This is an optimization exercise on Yosys and OpenROAD, whose aim is a short achievable clock period and few clock cycles, not a production implementation. RTL that was checked went through simulation tests only; none was proved equivalent to the original. Power figures rest on the tool's default switching activity, not on a simulated workload.

run A:
==> flow/design.v (excerpt) <==
module cpu(	input clock,
			input reset,
			output 	[31:0] PC_out,
			input  	[31:0] instr_in,
			output 	[31:0] data_addr,
			output ren,
			output wen,
			output 	[31:0] data_out,
			input 	[31:0] data_in,
			output 	[3:0]  byte_select,
			input memReady
			);
export LEC_CHECK = 0
export ABC_CLOCK_PERIOD_IN_PS = 2500
export CAP_MARGIN = 20
export CORE_MARGIN = 2
export CORE_UTILIZATION = 30
export SLEW_MARGIN = 20
create_clock -name core_clock -period 20.0 [get_ports {clock}]
standard.sh (not shown) runs the stock make flow with config.mk's settings and CLKGATE_MAP_FILE= SYNTH_SCRIPT=/design/flow/synth_recipe.tcl, a recipe that flattens the netlist after the stock synthesis.
==> flow/flow/run.sh <==
#!/bin/bash
# Own layout flow: the standard synthesis unchanged, then ORFS from floorplan to
# finish with a tighter setup repair target (the design's SDC is unchanged; only
# repair_timing's margin is raised) and buf_4 cells as the port buffers.
set -euo pipefail
bash standard.sh synth > synth_make.log 2>&1
bash standard.sh finish SETUP_SLACK_MARGIN=14 TNS_END_PERCENT=100 \
  "BUFFER_PORTS_ARGS=-buffer_cell sky130_fd_sc_hd__buf_4" > layout_make.log 2>&1
The following lists how run B was set up differently from run A:
- a change of ABC_CLOCK_PERIOD_IN_PS from 2500 to 5000
Comparing run A against run B, there is no change at all in setup slack.
Diff run A -> run B: area used by sequential logic in the layout flat; TritonCTS buffer count roughly the same; final area now sits at about the same level; total power draw neither gained nor lost much.
Re number of flip-flops and latches: no difference whatsoever between run A and run B.
Function was not checked in any run of this note: the RTL went through the layout flow alone.

Setup of the baseline:
Another version of the RTL of cpu (not shown whole).
Size in the first run: ~170 I/O pins, about 310000 sq um of cells after synthesis.
Design cpu, start of the top module:
module cpu(	input clock,
			input reset,
			output 	[31:0] PC_out,
			input  	[31:0] instr_in,
			output 	[31:0] data_addr,
			output ren,
			output wen,
			output 	[31:0] data_out,
			input 	[31:0] data_in,
			output 	[3:0]  byte_select,
			input memReady
			);
Settings: LEC_CHECK=0, ABC_CLOCK_PERIOD_IN_PS=5000, CAP_MARGIN=30, CORE_MARGIN=2, CORE_UTILIZATION=40, SLEW_MARGIN=30; clock period 20.0 ns.
==> flow/flow/run.sh <==
#!/bin/bash
# Own layout flow: the standard synthesis unchanged, then ORFS from floorplan to
# finish with a tighter setup repair target (the design's SDC is unchanged; only
# repair_timing's margin is raised) and buf_4 cells as the port buffers.
set -euo pipefail
bash standard.sh synth > synth_make.log 2>&1
bash standard.sh finish SETUP_SLACK_MARGIN=14.8 TNS_END_PERCENT=100 \
  "BUFFER_PORTS_ARGS=-buffer_cell sky130_fd_sc_hd__buf_4" > layout_make.log 2>&1
Testbench counts of the baseline, summed over its fixed seeds: cycles 94,323.
For the candidate, these inputs were changed with respect to the baseline:
-- flow/flow/run.sh --
<<< the baseline, line 6
bash standard.sh synth > synth_make.log 2>&1
bash standard.sh finish SETUP_SLACK_MARGIN=14.8 TNS_END_PERCENT=100 \
  "BUFFER_PORTS_ARGS=-buffer_cell sky130_fd_sc_hd__buf_4" > layout_make.log 2>&1
>>> the candidate, line 6
bash standard.sh synth > synth_make.log 2>&1
bash standard.sh finish SETUP_SLACK_MARGIN=15.2 TNS_END_PERCENT=100 \
  "BUFFER_PORTS_ARGS=-buffer_cell sky130_fd_sc_hd__buf_4" > layout_make.log 2>&1
### Flow results
The candidate was carried through to the last stage, and its layout satisfied the timing, DRC and antenna checks.
In terms of total cell area at the placement stage, the baseline and the candidate differ only marginally.
The count of clock-net buffers in the final layout of the candidate and that of the baseline are within noise of each other.
The run showing the smaller maximum number of pins on one net before global-route repair is the baseline.
Between the candidate and the baseline, the difference in number of multi-input combinational cells in the layout is negligible.
On routed wire length: between the candidate and the baseline, it ends up lower for the baseline.
As far as simple-gate portion of the synthesized area goes, the candidate and the baseline are indistinguishable; the numbers are identical.
Measured against each other, the candidate and the baseline differ in total power, the higher figure coming from the candidate.
Compared with the baseline, in the candidate count of non-CTS buffers in the layout rose by 289; first-iteration DRC count lost about 4%.
Between the baseline and the candidate, total number of cells along the worst setup path increased.
When the candidate is set beside the baseline, its multi-input combinational cell area turns out to be 2.0% larger.

cpu, a different RTL version from the one above (not shown whole).
Size in the first run: roughly 5200 flip-flops, about 170 I/O pins.
==> flow/config.mk <==
export PLATFORM = sky130hd
export DESIGN_NAME = cpu
export DESIGN_NICKNAME = cpu
export VERILOG_FILES = /design/flow/design.v
export SDC_FILE = /design/flow/constraint.sdc
export NUM_CORES = 8
export LEC_CHECK = 0
export ABC_CLOCK_PERIOD_IN_PS = 5000
export CAP_MARGIN = 20
export CORE_MARGIN = 2
export CORE_UTILIZATION = 30
export SLEW_MARGIN = 20
==> flow/constraint.sdc <==
create_clock -name core_clock -period 20.0 [get_ports {clock}]
set_input_delay 4.0000 -clock core_clock [delete_from_list [all_inputs] [get_ports {clock}]]
set_output_delay 4.0000 -clock core_clock [all_outputs]
set_load 0.01 [all_outputs]
==> flow/flow/run.sh <==
#!/bin/bash
# Own layout flow: the standard synthesis unchanged, then ORFS from floorplan to
# finish with a tighter setup repair target (the design's SDC is unchanged; only
# repair_timing's margin is raised) and buf_4 cells as the port buffers.
set -euo pipefail
bash standard.sh synth > synth_make.log 2>&1
bash standard.sh finish SETUP_SLACK_MARGIN=14.6 TNS_END_PERCENT=100 \
  "BUFFER_PORTS_ARGS=-buffer_cell sky130_fd_sc_hd__buf_4" > layout_make.log 2>&1
Testbench counts at the start, summed over its fixed seeds: cycles 94,842.
==> next run, changes <==
--- a/flow/flow/run.sh
+++ b/flow/flow/run.sh
@@ -7 +7 @@
-bash standard.sh finish SETUP_SLACK_MARGIN=14.6 TNS_END_PERCENT=100 \
+bash standard.sh finish SETUP_SLACK_MARGIN=14.8 TNS_END_PERCENT=100 \
CORE_UTILIZATION = 40   (was 30)
Effect: The changed run finished clean; synthesized cell count is unchanged; via count hardly moves; routed wire length decreases by 1.3%.
==> next run, changes <==
--- a/flow/flow/run.sh
+++ b/flow/flow/run.sh
@@ -7 +7 @@
-bash standard.sh finish SETUP_SLACK_MARGIN=14.8 TNS_END_PERCENT=100 \
+bash standard.sh finish SETUP_SLACK_MARGIN=14 TNS_END_PERCENT=100 \
CORE_UTILIZATION = 30   (was 40)
=> The changed run completed without violations; register-to-register slack degrades by 0.60 ns; count of clock-buffer cells in the layout increases by 7; wire length decreases slightly; final area decreases by a few percent.
==> next run, changes <==
--- a/flow/flow/run.sh
+++ b/flow/flow/run.sh
@@ -7 +7 @@
-bash standard.sh finish SETUP_SLACK_MARGIN=14 TNS_END_PERCENT=100 \
+bash standard.sh finish SETUP_SLACK_MARGIN=14.8 TNS_END_PERCENT=100 \
CORE_UTILIZATION = 50   (was 30)
- The new run finished clean
- worst hold slack gets worse by 0.0058 ns
- routed wire length increases slightly
- non-clock buffer count goes up by 499
- register-to-register slack improves by 0.63 ns
- clock skew climbs by 0.022 ns

## afterwards: timing with drivers on the ports
Ports are ideal in the flow. The routed layouts listed here were re-timed in OpenROAD. Step 1 sets driving cells, clkbuf_16 on the clock port and buf_2 on the other inputs (assumed; they add their load-dependent delay and slew). Step 2, shift: input delay + t, output delay - t, t = (earliest + latest rising clock arrival at the registers) / 2. This alone moves slack from input paths to output paths. a / b / c = ideal / step 1 / step 2; a / b = the first two.
run | t (ns) | setup slack, ns | worst register clock-pin slew, ns | worst slew at a driven data input, ns
run A | 1.339 | 12.891 / 12.891 / 11.721 | 0.08 / 0.08 | 0.29
run B | 1.339 | 12.891 / 12.891 / 11.721 | 0.08 / 0.08 | 0.29
the baseline | 1.347 | 14.006 / 13.887 / 12.982 | 0.07 / 0.07 | 0.34
the candidate | 1.323 | 13.944 / 13.996 / 12.673 | 0.07 / 0.07 | 0.45
the first run of note 3 | 1.225 | 13.984 / 13.967 / 12.854 | 0.07 / 0.07 | 0.45
the second run of note 3 | 1.292 | 14.026 / 13.989 / 12.794 | 0.07 / 0.07 | 0.31
the third run of note 3 | 1.263 | 13.643 / 13.479 / 12.732 | 0.07 / 0.07 | 0.45
the fourth run of note 3 | 1.308 | 14.066 / 13.909 / 12.882 | 0.08 / 0.08 | 0.20
After both steps every run listed still meets setup and hold. For the candidate, which loses most, drivers alone change the setup slack by +0.052 ns; drivers and shift together by -1.271 ns.
